This is an optimization exercise on Yosys and OpenROAD, whose aim is a short achievable clock period and few clock cycles, not a production implementation.
RTL that was checked went through simulation tests only; none was proved equivalent to the original.
For run 1, only the layout was checked, not whether the RTL still works.
Power is estimated from default activity; no workload was simulated.

$ cat design/flow/design.v
module redirect_cpu(clk, rst, imem_addr, imem_rdata, dmem_addr, dmem_wdata, dmem_we,
                    dmem_rdata, sys_valid, sys_data, halted);
    input clk;
    input rst;
    output [9:0]  imem_addr;
    input  [31:0] imem_rdata;
    output [5:0]  dmem_addr;
    output [31:0] dmem_wdata;
    output        dmem_we;
    input  [31:0] dmem_rdata;
    output reg        sys_valid;
    output reg [31:0] sys_data;
    output reg        halted;
    localparam PB = 6;             
    localparam NP = 1 << PB;
    reg  [31:0] pc;
    assign imem_addr = pc[11:2];
    wire [31:0] f_ir = imem_rdata;
    wire [5:0]  f_op = f_ir[31:26];
    wire f_j    = (f_op == 6'h02) || (f_op == 6'h03);
    wire f_jal  = (f_op == 6'h03);
    wire f_br   = (f_op == 6'h01) || (f_op == 6'h04) || (f_op == 6'h05);
    wire f_jr   = (f_op == 6'h00) && (f_ir[5:0] == 6'h08);
    reg [1:0] bp_cnt  [0:NP-1];
    reg       bp_seen [0:NP-1];
    wire [PB-1:0] f_idx = pc[PB+1:2];
    wire f_static = f_ir[15] || (f_op == 6'h05) || ((f_op == 6'h04) && (f_ir[25:21] == f_ir[20:16]));
    reg       lp_v  [0:NP-1];
    reg [3:0] lp_trip [0:NP-1];
    reg [3:0] lp_it [0:NP-1];
    wire f_loop = f_ir[15] && lp_v[f_idx];
    wire f_ldir = lp_it[f_idx] != lp_trip[f_idx];
    wire f_dir = f_loop ? f_ldir : bp_seen[f_idx] ? bp_cnt[f_idx][1] : f_static;
    reg [31:0] ras;
    wire [31:0] pc4 = pc + 32'd4;
    wire [31:0] f_brt = pc4 + {{14{f_ir[15]}}, f_ir[15:0], 2'b00};
    wire [31:0] f_jt  = {pc[31:28], f_ir[25:0], 2'b00} - 32'h00003000;
    wire f_take = f_j || (f_br && f_dir) || f_jr;
    wire [31:0] f_next = f_j ? f_jt : (f_br && f_dir) ? f_brt : f_jr ? ras : pc4;
    reg        d_valid;
    reg [31:0] d_ir, d_pc, d_pred;      
    reg        d_ptaken;
    reg        e_valid;
    reg [31:0] e_a, e_b, e_imm, e_const, e_alt, e_pred;
    reg [4:0]  e_dest;
    reg        e_fam, e_faw, e_fbm, e_fbw;    
    reg        e_bimm, e_shv, e_shl, e_sra;   
    reg        e_sub, e_sltu;
    reg [1:0]  e_lop;                          
    reg        e_radd, e_rlog, e_rsh, e_rslt, e_rconst;
    reg        e_wr, e_load, e_lbu, e_store, e_sys;
    reg        e_beq, e_bne, e_bltz, e_jr, e_ptaken;
    reg        m_valid;
    reg [31:0] m_result, m_sdata;
    reg [4:0]  m_dest;
    reg        m_wr, m_load, m_lbu;
    reg [5:0]  m_daddr;
    reg        m_we;
    reg [31:0] w_result;
    reg [4:0]  w_dest;
    reg        w_wr;
    wire [5:0] op    = d_ir[31:26];
    wire [4:0] rs    = d_ir[25:21];
    wire [4:0] rt    = d_ir[20:16];
    wire [4:0] rd    = d_ir[15:11];
    wire [4:0] shamt = d_ir[10:6];
    wire [5:0] funct = d_ir[5:0];
    wire [15:0] imm  = d_ir[15:0];
    wire r_type  = (op == 6'h00);
    wire i_sll   = r_type && funct == 6'h00;
    wire i_srl   = r_type && funct == 6'h02;
    wire i_sra   = r_type && funct == 6'h03;
    wire i_srlv  = r_type && funct == 6'h06;
    wire i_jr    = r_type && funct == 6'h08;
    wire i_sys   = r_type && funct == 6'h0c;
    wire i_add   = r_type && (funct == 6'h20 || funct == 6'h21);
    wire i_sub   = r_type && funct == 6'h22;
    wire i_and   = r_type && funct == 6'h24;
    wire i_or    = r_type && funct == 6'h25;
    wire i_xor   = r_type && funct == 6'h26;
    wire i_nor   = r_type && funct == 6'h27;
    wire i_slt   = r_type && funct == 6'h2a;
    wire i_sltu  = r_type && funct == 6'h2b;
    wire i_bltz  = (op == 6'h01);
    wire i_jal   = (op == 6'h03);
    wire i_beq   = (op == 6'h04);
    wire i_bne   = (op == 6'h05);
    wire i_addi  = (op == 6'h08 || op == 6'h09);
    wire i_slti  = (op == 6'h0a);
    wire i_andi  = (op == 6'h0c);
    wire i_ori   = (op == 6'h0d);
    wire i_xori  = (op == 6'h0e);
    wire i_lui   = (op == 6'h0f);
    wire i_lw    = (op == 6'h23);
    wire i_lbu   = (op == 6'h24);
    wire i_sw    = (op == 6'h2b);
    wire i_shimm = i_sll || i_srl || i_sra;
    wire i_shift = i_shimm || i_srlv;
    wire i_mem   = i_lw || i_lbu || i_sw;
    wire i_rlog  = i_and || i_or || i_xor || i_nor || i_andi || i_ori || i_xori;
    wire i_radd  = i_add || i_sub || i_addi || i_mem;
    wire i_rslt  = i_slt || i_sltu || i_slti;
    wire wr = i_shift || i_add || i_sub || i_rlog || i_rslt || i_addi || i_lui || i_lw || i_lbu || i_jal;
    wire [4:0] dest = i_jal ? 5'd31 : r_type ? rd : rt;
    wire [4:0] src1 = i_sys ? 5'd2 : rs;
    wire [4:0] src2 = i_sys ? 5'd4 : rt;
    wire bimm = i_shimm || i_addi || i_slti || i_andi || i_ori || i_xori || i_mem;
    wire [31:0] immv = i_shimm ? {27'b0, shamt} :
                       (i_andi || i_ori || i_xori) ? {16'b0, imm} : {{16{imm[15]}}, imm};
    wire [1:0] lop = (i_and || i_andi) ? 2'd0 : (i_or || i_ori) ? 2'd1 : (i_xor || i_xori) ? 2'd2 : 2'd3;
    reg [31:0] rf [1:31];
    integer k;
    always @(posedge clk) begin
        if (rst) begin
            for (k = 1; k < 32; k = k + 1) rf[k] <= 32'b0;
        end else if (w_wr) begin
            rf[w_dest] <= w_result;
        end
    end
    wire [31:0] rf_a = (src1 == 5'd0) ? 32'b0 : (w_wr && w_dest == src1) ? w_result : rf[src1];
    wire [31:0] rf_b = (src2 == 5'd0) ? 32'b0 : (w_wr && w_dest == src2) ? w_result : rf[src2];
    wire stall = d_valid && e_valid && e_load && e_dest != 5'd0 &&
                 (e_dest == src1 || e_dest == src2);
    wire fam = e_valid && e_wr && e_dest != 5'd0 && e_dest == src1;
    wire fbm = e_valid && e_wr && e_dest != 5'd0 && e_dest == src2;
    wire faw = m_valid && m_wr && m_dest != 5'd0 && m_dest == src1;
    wire fbw = m_valid && m_wr && m_dest != 5'd0 && m_dest == src2;
    wire [31:0] d_pc4 = d_pc + 32'd4;
    wire [31:0] d_brt = d_pc4 + {{14{imm[15]}}, imm, 2'b00};
    wire [31:0] opa = e_fam ? m_result : e_faw ? w_result : e_a;
    wire [31:0] opb = e_fbm ? m_result : e_fbw ? w_result : e_b;
    wire [31:0] y    = e_bimm ? e_imm : opb;
    wire [31:0] yadd = e_sub ? ~y : y;
    wire [31:0] sum  = opa + yadd + {31'b0, e_sub};
    wire [31:0] logr = (e_lop == 2'd0) ? (opa & y) : (e_lop == 2'd1) ? (opa | y) :
                       (e_lop == 2'd2) ? (opa ^ y) : ~(opa | y);
    wire [4:0]  shamt_e = e_shv ? opa[4:0] : e_imm[4:0];
    wire signed [31:0] opb_s = opb;
    wire [31:0] sh_ra = opb_s >>> shamt_e;
    wire [31:0] shr = e_shl ? (opb << shamt_e) : e_sra ? sh_ra : (opb >> shamt_e);
    wire        lt  = e_sltu ? (opa < y) : ($signed(opa) < $signed(y));
    wire [31:0] alur = ({32{e_radd}} & sum) | ({32{e_rlog}} & logr) | ({32{e_rsh}} & shr) |
                       ({32{e_rslt}} & {31'b0, lt}) | ({32{e_rconst}} & e_const);
    wire eq = (opa == opb);
    wire cond = e_beq ? eq : e_bne ? !eq : opa[31];
    wire br_mis = (e_beq || e_bne || e_bltz) && (cond != e_ptaken);
    wire jr_mis = e_jr && (opa != e_pred);
    wire mispredict = e_valid && (br_mis || jr_mis);
    wire [31:0] redir_pc = e_jr ? opa : e_alt;
    wire do_halt = e_valid && e_sys && opa == 32'd50;
    wire redirect = mispredict || do_halt;
    wire e_brupd = e_valid && (e_beq || e_bne || e_bltz) && !halted;
    reg  [PB-1:0] e_pidx;
    wire [31:0] e_addr = sum;
    assign dmem_we    = m_we;
    assign dmem_addr  = m_daddr;
    assign dmem_wdata = m_sdata;
    wire [31:0] lshift = dmem_rdata >> {m_result[1:0], 3'b000};
    wire [31:0] m_final = m_lbu ? {24'b0, lshift[7:0]} : m_load ? dmem_rdata : m_result;
    integer i;
    always @(posedge clk) begin
        if (rst) begin
            for (i = 0; i < NP; i = i + 1) begin
                bp_seen[i] <= 1'b0;
                bp_cnt[i] <= 2'b00;
                lp_v[i] <= 1'b0;
                lp_it[i] <= 4'd0;
                lp_trip[i] <= 4'd0;
            end
        end else if (e_brupd) begin
            bp_seen[e_pidx] <= 1'b1;
            if (cond) begin
                if (lp_it[e_pidx] != 4'hf) lp_it[e_pidx] <= lp_it[e_pidx] + 4'd1;
                else lp_v[e_pidx] <= 1'b0;
            end else begin
                lp_it[e_pidx] <= 4'd0;
                lp_trip[e_pidx] <= lp_it[e_pidx];
                lp_v[e_pidx] <= 1'b1;
            end
            if (!bp_seen[e_pidx])
                bp_cnt[e_pidx] <= cond ? 2'b10 : 2'b01;
            else if (cond && bp_cnt[e_pidx] != 2'b11)
                bp_cnt[e_pidx] <= bp_cnt[e_pidx] + 2'b01;
            else if (!cond && bp_cnt[e_pidx] != 2'b00)
                bp_cnt[e_pidx] <= bp_cnt[e_pidx] - 2'b01;
        end
    end
    always @(posedge clk) begin
        if (rst) begin
            pc <= 32'b0;
            d_valid <= 1'b0;
            d_ir <= 32'b0;
            e_valid <= 1'b0;
            m_valid <= 1'b0;
            m_we <= 1'b0;
            m_wr <= 1'b0;
            w_wr <= 1'b0;
            halted <= 1'b0;
            sys_valid <= 1'b0;
            ras <= 32'b0;
        end else begin
            sys_valid <= e_valid && e_sys && !do_halt && !halted;
            sys_data  <= opb;
            if (do_halt) halted <= 1'b1;
            if (halted || do_halt) begin
                pc <= pc;
            end else if (mispredict) begin
                pc <= redir_pc;
            end else if (!stall) begin
                pc <= f_next;
                if (f_jal) ras <= pc4;
            end
            if (halted || redirect) begin
                d_valid <= 1'b0;
            end else if (!stall) begin
                d_valid <= 1'b1;
                d_ir <= f_ir;
                d_pc <= pc;
                d_pred <= f_next;
                d_ptaken <= f_take;
            end
            e_valid <= d_valid && !stall && !redirect && !halted;
            e_a <= rf_a;
            e_b <= rf_b;
            e_imm <= immv;
            e_const <= i_jal ? d_pc4 : {imm, 16'b0};
            e_alt <= d_ptaken ? d_pc4 : d_brt;
            e_pred <= d_pred;
            e_pidx <= d_pc[PB+1:2];
            e_dest <= dest;
            e_fam <= fam;
            e_fbm <= fbm;
            e_faw <= faw;
            e_fbw <= fbw;
            e_bimm <= bimm;
            e_shv <= i_srlv;
            e_shl <= i_sll;
            e_sra <= i_sra;
            e_sub <= i_sub || i_rslt;
            e_sltu <= i_sltu;
            e_lop <= lop;
            e_radd <= i_radd;
            e_rlog <= i_rlog;
            e_rsh <= i_shift;
            e_rslt <= i_rslt;
            e_rconst <= i_lui || i_jal;
            e_wr <= wr;
            e_load <= i_lw || i_lbu;
            e_lbu <= i_lbu;
            e_store <= i_sw;
            e_sys <= i_sys;
            e_beq <= i_beq;
            e_bne <= i_bne;
            e_bltz <= i_bltz;
            e_jr <= i_jr;
            e_ptaken <= d_ptaken;
            m_valid <= e_valid && !halted;
            m_we <= e_valid && !halted && e_store;
            m_wr <= e_valid && !halted && e_wr;
            m_result <= alur;
            m_daddr <= e_lbu ? e_addr[7:2] : e_addr[5:0];
            m_sdata <= opb;
            m_dest <= e_dest;
            m_load <= e_load;
            m_lbu <= e_lbu;
            w_result <= m_final;
            w_dest <= m_dest;
            w_wr <= m_wr && m_dest != 5'd0;
        end
    end
endmodule
$ cat design/flow/run.sh
#!/bin/bash
# synth_recipe.tcl (not shown) runs the flow's synth.tcl, then flattens the netlist and writes it again
# the make line also repeats each setting of config.mk as NAME=value (left out here)
make -C /OpenROAD-flow-scripts/flow DESIGN_CONFIG=/design/flow/config.mk WORK_HOME=/design/flow/orfs CLKGATE_MAP_FILE= SYNTH_SCRIPT=/design/flow/synth_recipe.tcl finish
$ cat design/flow/config.mk
export PLATFORM = sky130hd
export DESIGN_NAME = redirect_cpu
export DESIGN_NICKNAME = redirect_cpu
export VERILOG_FILES = /design/flow/design.v
export SDC_FILE = /design/flow/constraint.sdc
export NUM_CORES = 4
export LEC_CHECK = 0
export CAP_MARGIN = 20
export CORE_MARGIN = 2
export CORE_UTILIZATION = 40
export SLEW_MARGIN = 20
$ cat design/flow/constraint.sdc
create_clock -name core_clock -period 11.0 [get_ports {clk}]
set_input_delay 2.2000 -clock core_clock [delete_from_list [all_inputs] [get_ports {clk}]]
set_output_delay 2.2000 -clock core_clock [all_outputs]
set_load 0.01 [all_outputs]
==> flow_summary.yaml, run 1 <==
status:
  status: "timing/DRC/antenna clean"
layout:
  fin_cells: 16430
  drive_above_1_share_pct: 11.18
  finalNetCount: 12140
  multiInputGateArea_um2: 57720
  regArea_um2: 67350
  area_delta_synth_final_pct: 10.80
  fillers: 29750
yosys:
  netlist.area_leader.share_pct: 48.86
  yosysTopAreaCell: "edfxtp_1"
  yosys_warnings: 1
  seq_area_frac_synth_pct: 51.63
  synth_edf_count: 2122
  yosysMostFrequentCell: "edfxtp_1"
  synth_seq_cells: 2302
  syn_nets: 12610
  synth_area_leaders: "edfxtp_1 (49%), mux4_2 (5.1%), and2_1 (5.0%), nand2_1 (4.8%), mux2i_1 (3.4%)"
  syn-instance-count: 12340
  synth.distinct_cells: 97
  synthFlopType: "edfxtp_1"
  synthTopCellsByCount: "edfxtp_1 (2122), nand2_1 (1653), and2_1 (1032)"
  async_flop_share_pct: 0
  synth_area_um2: 130400
  syn_avg_cell_area_um2: 10.57
power_and_ir_drop:
  power.density_nw_per_um2: 174.3
  clkPwrFrac_pct: 35.6
  p_int_mw: 16.90
  p_switching_mw: 8.279
  power_frac_comb_pct: 22.7
  leakage_nw: 51.82
  swShare_pct: 32.88
  p_seq_share_pct: 41.7
  max-vdd-ir-drop_uv: 179.5
drt:
  drc_errors: 0
  ant_nets: 0
  vias: 104700
  wirelength_um: 514600
  routed_via_density: 6.375
  dr.pass1.iters: 7
  first_iter_violations: 15210
  wl_per_cell_um: 31.33
hold_path:
  min_path_cells: 0
  hold_class: "flip-flop to flip-flop"
clocking:
  cts_buffers: 270
  htree_num_levels: 5
  root_buffer: "clkbuf_16"
  ctsHoldBuffers: 0
  cts_tree: "yes"
  cts.reportedPaths.clkPinSlew_ns: 0.06
  cts_resized: 0
  clk-insertion-delay-late_ns: 0.94
  postCtsSetupBuffers: 0
  clockBufferDepth: 4
  clock_sinks: 2302
sta:
  maxSlewViolCount: 0
  max_freq_mhz: 145.6
  setup_viol: 0
  setup_tns_ns: 0
  hold_violations: 0
  maxSlewHeadroom_pct: 6.192
  grt_setup_unrepaired: "false"
  period_share_pct: 62.43
  fin_worst_skew_ns: 0.09810
  period_minus_slack_ns: 6.867
  tightest_slew_ns: 1.394
worst_setup_path:
  critPathMaxFanout: 61
  worstPathRequired_ns: 11.50
  crit_path_end_kind: "flip-flop"
  r2r_start: "e_fam$_DFFE_PN_"
  cp-startpoint: "e_fam$_DFFE_PN_"
  r2r_end: "d_pred[1]$_DFFE_PP_"
  regToRegSetupSlack_ns: 4.13
  worstSetupPathType: "flip-flop to flip-flop"
  start_kind: "flip-flop"
  reg2regPathDepth: 13
  worstSetupEndpoint: "d_pred[1]$_DFFE_PP_"
  crit_arrival_ns: 7.37
placement:
  port_buffers: 148
  place_inst: 15930
  dp_hpwl_um: 333200
  place_congestion: 0.9922
job:
  maxCapViolations: 0
die:
  rows: 209
  core_area_um2: 324300
  fp.dieH_um: 575.0
  fp.dieW_um: 575.0
  start_util_pct: 40.22
  die_area_um2: 330600
  io_pins: 149
global_routing:
  grt_max_degree: 137
  first_global_vias: 100400
  grt-ovfl-total: 0
  track_usage_pct: 30.10
  grt_pass1_wl_um: 731200
  antenna_found_initial: 29
worst min-delay path by stage:
stage	startpoint	to
2_1_floorplan	d_pred[0]$_DFFE_PP_	e_pred[0]$_DFFE_PN_
3_3_place_gp	d_pred[9]$_DFFE_PP_	e_pred[9]$_DFFE_PN_
3_5_place_dp	d_pred[22]$_DFFE_PP_	e_pred[22]$_DFFE_PN_
4_1_cts	d_pred[9]$_DFFE_PP_	e_pred[9]$_DFFE_PN_
5_1_grt	d_pred[17]$_DFFE_PP_	e_pred[17]$_DFFE_PN_
6_report	d_pred[22]$_DFFE_PP_	e_pred[22]$_DFFE_PN_
metrics by stage:
stage | hold WS, ns | area [um^2] | total power [mW] | utilization [%] | worst slack [ns]
2_1_floorplan | 0.4003 | 130400 | 13.86 | - | 2.539
3_3_place_gp | 0.4022 | 135700 | 16.13 | 41.85 | 4.246
3_5_place_dp | 0.4061 | 135800 | 16.18 | 41.87 | 4.286
4_1_cts | 0.4172 | 144400 | 25.03 | 44.53 | 4.293
5_1_grt | 0.4324 | 144500 | 25.84 | 44.55 | 3.736
6_report | 0.4183 | 144500 | 25.18 | 44.56 | 4.133
power groups by stage:
stage | clock, mW | combinational (mW) | sequential (mW)
2_1_floorplan | 0 | 3.45 | 10.4
3_3_place_gp | 0 | 5.50 | 10.6
3_5_place_dp | 0 | 5.53 | 10.6
4_1_cts | 9.01 | 5.55 | 10.5
5_1_grt | 9.37 | 5.96 | 10.5
6_report | 8.96 | 5.72 | 10.5
cell families after synthesis:
family | after synthesis | share of synthesized area, %
buffers and inverters | 1541 | 4.764
adders and majority gates | 203 | 1.965
AOI/OAI and AO/OA | 2409 | 12.74
xor gates and xnor gates | 278 | 1.867
DFF | 2302 | 51.63
muxes | 842 | 9.510
and+or+nand+nor | 4762 | 17.53
state kept, by name (all words and copies together) (netlist names), 64 cells and up, named ones only:
signal and cells:
bp_cnt 128, bp_seen 64, lp_it 256, lp_trip 256, lp_v 64, rf 1024
cell usage in the layout (no fill, tap or decap), types with 35 or more instances in the layout:
cell type	n
o211ai_1	37
a21boi_0	41
mux2_2	82
a211oi_1	251
buf_4	319
xnor2_1	162
clkdlybuf4s50_1	147
nand2_1	1638
clkbuf_16	272
nor2_1	886
a21oi_1	194
and2_1	1024
a22oi_1	56
a211o_1	35
o21a_1	47
mux2i_1	437
nor4_1	65
edfxtp_1	2122
dfxtp_1	170
nor2b_1	225
o221ai_1	273
o21ai_4	37
nand3_1	218
a31oi_1	383
inv_1	317
clkinv_1	53
ha_1	200
or2_2	74
and3_1	36
mux4_2	296
nand4_1	45
o21ai_0	529
xor2_1	116
clkbuf_1	59
a311oi_1	207
nor3_1	336
a21o_1	53
worst max-delay path, stage by stage (launching register included):
cell	delay (ns)
edfxtp_1	0.74
inv_2	0.78
mux2i_1	0.93
xor2_1	0.15
nor4_1	0.40
nand4_1	0.37
nor4_2	0.57
o21ai_0	0.21
and3_2	0.34
nor2_4	0.09
buf_4	0.55
nand2_2	0.14
clkinv_2	0.38
buf_4	0.70
area by class of cell:
| type | instances | area share [%] |
|---|---|---|
| multi-input cells | 8494 | 39.95 |
| clock buffers | 344 | 4.988 |
| clock inverters | 137 | 0.9811 |
| flip-flops and latches | 2302 | 46.62 |
| repair buffers | 480 | 2.842 |
| well taps | 4325 | 3.745 |
| diodes | 18 | 0.03117 |
| inverters | 325 | 0.8504 |
metal layers:
metal  routed length [um]  track usage [%]  vias to the layer above
li1                     -                -                    44330
met1               194100            39.32                    52110
met2               223700            44.92                     6955
met3                60040            7.452                     1302
met4                36510            18.49                       16
met5                  304           0.4304                        -
==> inputs of run 2 (changes only) <==
--- a/design/flow/design.v
+++ b/design/flow/design.v
@@ -202,18 +202,15 @@
             sys_valid <= e_valid && e_sys && !do_halt && !halted;
             sys_data  <= opb;
             if (do_halt) halted <= 1'b1;
-            if (halted || do_halt) begin
-                pc <= pc;
-            end else if (mispredict) begin
+            if (mispredict) begin
                 pc <= redir_pc;
             end else if (!stall) begin
                 pc <= f_next;
-                if (f_jal) ras <= pc4;
-            end
-            if (halted || redirect) begin
-                d_valid <= 1'b0;
-            end else if (!stall) begin
-                d_valid <= 1'b1;
+            end
+            if (!stall && f_jal) ras <= pc4;
+            if (halted || redirect) d_valid <= 1'b0;
+            else if (!stall) d_valid <= 1'b1;
+            if (!stall) begin
                 d_ir <= f_ir;
                 d_pc <= pc;
                 d_pred <= f_next;
--- a/design/flow/config.mk
+++ b/design/flow/config.mk
@@ -5,7 +5,9 @@
 export SDC_FILE = /design/flow/constraint.sdc
 export NUM_CORES = 4
 export LEC_CHECK = 0
+export ABC_CLOCK_PERIOD_IN_PS = 3000
 export CAP_MARGIN = 20
 export CORE_MARGIN = 2
 export CORE_UTILIZATION = 40
+export SETUP_SLACK_MARGIN = 5
 export SLEW_MARGIN = 20
==> run 2 against run 1 <==
Maximum frequency is 14% higher. Via count is 1.2% lower. Critical path depth stayed put. Combinational power is 13% lower. Flip-flop and latch count stayed put. Largest power group unchanged. Worst setup slack better by 0.84 ns. Total power is 3.3% lower. Clock skew is 0.015 ns lower. Non-clock buffer count is 12 lower. Die area is 0.29% higher. Core utilization is 0.28 points higher. Global-route usage is 0.30 points higher.
==> flow_summary.yaml, run 2 <==
global_routing:
  antenna_found_initial: 38
  grt-ovfl-total: 0
  first_global_vias: 98240
  grt_max_degree: 188
  grt_use_met2_pct: 45.29
  grt_busiest_layer: "met2"
  grt_use_met3_pct: 7.976
  grt_pass1_wl_um: 733000
  grt.met1_usage_pct: 39.70
  track_usage_pct: 30.40
clocking:
  clk-insertion-delay-late_ns: 0.93
  root_buffer: "clkbuf_16"
  cts_buffers: 269
  clockBufferDepth: 4
  cts_tree: "yes"
  htree_num_levels: 5
  clock_sinks: 2302
  cts.reportedPaths.clkPinSlew_ns: 0.06
sta:
  maxSlewHeadroom_pct: 13.26
  fin_worst_skew_ns: 0.08276
  max_freq_mhz: 165.9
  tightest_slew_ns: 1.292
  setup_tns_ns: 0
  period_minus_slack_ns: 6.028
  maxSlewViolCount: 0
  period_share_pct: 54.80
  whs_ns: 0.3963
  hold_violations: 0
  setup_viol: 0
  grt_setup_unrepaired: "false"
power_and_ir_drop:
  max-vdd-ir-drop_uv: 146.9
  power.density_nw_per_um2: 167.3
  p_seq_share_pct: 42.6
  clkPwrFrac_pct: 37.1
  p_int_mw: 16.70
  swShare_pct: 31.46
  power_frac_comb_pct: 20.3
  p_switching_mw: 7.662
  leakage_nw: 53.77
yosys:
  syn-instance-count: 11920
  syn_nets: 12190
  synth_area_leaders: "edfxtp_1 (49%), mux2i_1 (5.6%), mux4_2 (5.4%), and2_1 (4.9%), nor2_1 (3.3%)"
  synthTopCellsByCount: "edfxtp_1 (2122), nor2_1 (1167), nand2_1 (1099)"
  syn_avg_cell_area_um2: 10.97
  synth.distinct_cells: 94
  synth_area_um2: 130800
  yosys_warnings: 1
  yosysTopAreaCell: "edfxtp_1"
  netlist.area_leader.share_pct: 48.72
  synthFlopType: "edfxtp_1"
  synth_edf_count: 2122
  seq_area_frac_synth_pct: 51.47
  yosysMostFrequentCell: "edfxtp_1"
  async_flop_share_pct: 0
  synth_seq_cells: 2302
worst_setup_path:
  worstPathRequired_ns: 11.76
  critPathMaxFanout: 108
  start_kind: "flip-flop"
  crit_arrival_ns: 6.79
  crit_path_end_kind: "flip-flop"
  worstSetupPathType: "flip-flop to flip-flop"
drt:
  ant_nets: 0
  vias: 103400
  wirelength_um: 522600
  wl_per_cell_um: 32.49
  first_iter_violations: 16150
  dr.pass1.iters: 7
  drc_errors: 0
  routed_via_density: 6.428
layout:
  final_util_pct: 44.84
  final_cell_mix: "edfxtp_1 (2122), nor2_1 (1123), nand2_1 (1095)"
  largestRegisters: "rf (1024), lp_it (256), lp_trip (256)"
  finalNetCount: 11810
  layout_commonest_cell: "edfxtp_1"
  drive_above_1_share_pct: 12.50
  fillers: 29620
  largest_register: "rf"
  fin_area_um2: 145600
  area_delta_synth_final_pct: 11.35
  largest_reg_flops: 1024
die:
  fp.dieH_um: 575.8
  fp.dieW_um: 575.8
  io_pins: 149
  start_util_pct: 40.27
  die_area_um2: 331600
  core_area_um2: 324800
  rows: 209
placement:
  port_buffers: 148
  dp_hpwl_um: 334400
  place_congestion: 0.9773
  place_area_um2: 136400
job:
  maxCapViolations: 0
status:
  status: "timing/DRC/antenna clean"
hold_path:
  hold_class: "flip-flop to flip-flop"
==> run 2: layout make-up <==
type,instances,area [um^2],area share [%]
clock inverters,139,1456,1.000
flip-flops and latches,2302,67370,46.26
multi-input cells,8199,58740,40.33
inverters,300,1136,0.7801
well taps,4325,5411,3.716
clock buffers,339,7224,4.961
repair buffers,468,4265,2.929
diodes,15,37.54,0.02577
==> run 2: metal layers <==
metal	part of all wire (%)	up-vias
li1	-	43290
met5	0.075	-
met4	7.1	32
met1	38	51620
met2	43	7072
met3	12	1395
==> run 2: metrics by stage <==
step           worst slack (ns)  instances  total power, mW
3_3_place_gp              4.033      15560            15.19
6_report                  4.972      16090            24.36
5_1_grt                   4.959      16080            24.91
2_1_floorplan             5.047      11920            13.24
3_5_place_dp              4.167      15570            15.26
4_1_cts                   4.997      16050            24.19
==> run 2: logic make-up after synthesis <==
kind of cell             count (synthesis)  share of synthesized area [%]
adder cells (fa/ha/maj)                203                          1.959
multiplexers                          1278                          13.07
XOR/XNOR                               279                          1.868
buffers and inverters                 1427                          4.484
AND/OR/NAND/NOR                       4027                          14.76
AO/OA/AOI/OAI                         2408                          12.39
flip-flops                            2302                          51.47
==> run 2: path summary, 6_finish.rpt <==
path                                            from              endpoint  slack [ns]  depth (start not counted)
worst min-delay path            d_pred[23]$_DFFE_PP_  e_pred[23]$_DFFE_PN_        0.40                          0
worst min register to register  d_pred[23]$_DFFE_PP_  e_pred[23]$_DFFE_PN_        0.40                          0
worst max-delay path            d_ir[0]$_SDFFE_PP0N_  e_b[2]$_SDFFCE_PN0N_        4.97                         13
worst max register to register  d_ir[0]$_SDFFE_PP0N_  e_b[2]$_SDFFCE_PN0N_        4.97                         13
==> run 2: power by group through the flow <==
stage,Sequential (mW),Clock (mW),Combinational (mW)
after floorplan,10.3,0,2.90
after global placement,10.5,0,4.67
after detailed placement,10.5,0,4.72
after CTS,10.4,9.07,4.76
after global routing,10.4,9.39,5.13
final,10.4,9.03,4.96
==> run 2: timing repair <==
item / in CTS / in global routing
endpoints found under the setup margin: 820 / 676
hold buffers: 0 / 0
gates resized for setup: 33 / 35
gates cloned: 2 / 3
setup buffers: 6 / 7
pin swaps: 1 / 3
==> run 2: worst max-delay path, stage by stage (launching register included) <==
cell	delay (ns)
dfxtp_1	0.88
nor3_1	0.12
nand2_1	0.59
or2_1	0.46
inv_1	0.30
nor2_4	0.70
buf_12	0.56
o221ai_1	0.24
o21ai_0	0.15
a22o_1	0.44
a311oi_1	0.12
a311oi_1	0.96
a21oi_1	0.07
nor2_1	0.15
Testbench counts of run 2, summed over its fixed seeds: cycles 178,472.

separate check: timing with driven ports:
In the flow no input, the clock included, has a driving cell. The finished layouts below were timed again as built, in two steps.
Step 1 sets driving cells, clkbuf_16 on the clock port and buf_2 on the other inputs (assumed; they add their load-dependent delay and slew).
Step 2, shift: input delay + t, output delay - t, t = (earliest + latest rising clock arrival at the registers) / 2. This alone moves slack from input paths to output paths.
a / b / c = ideal ports / drivers / drivers and shift; a / b = the first two.
run	shift t [ns]	setup slack, ns	cell pins on the clock port's net
run 1	0.991	4.133 / 4.133 / 4.133	1
run 2	0.994	4.972 / 4.972 / 4.259	1
After both steps setup and hold are still met in every run listed. The setup slack of run 2, which loses most, moves by 0.000 ns with the drivers and by -0.713 ns with both steps.
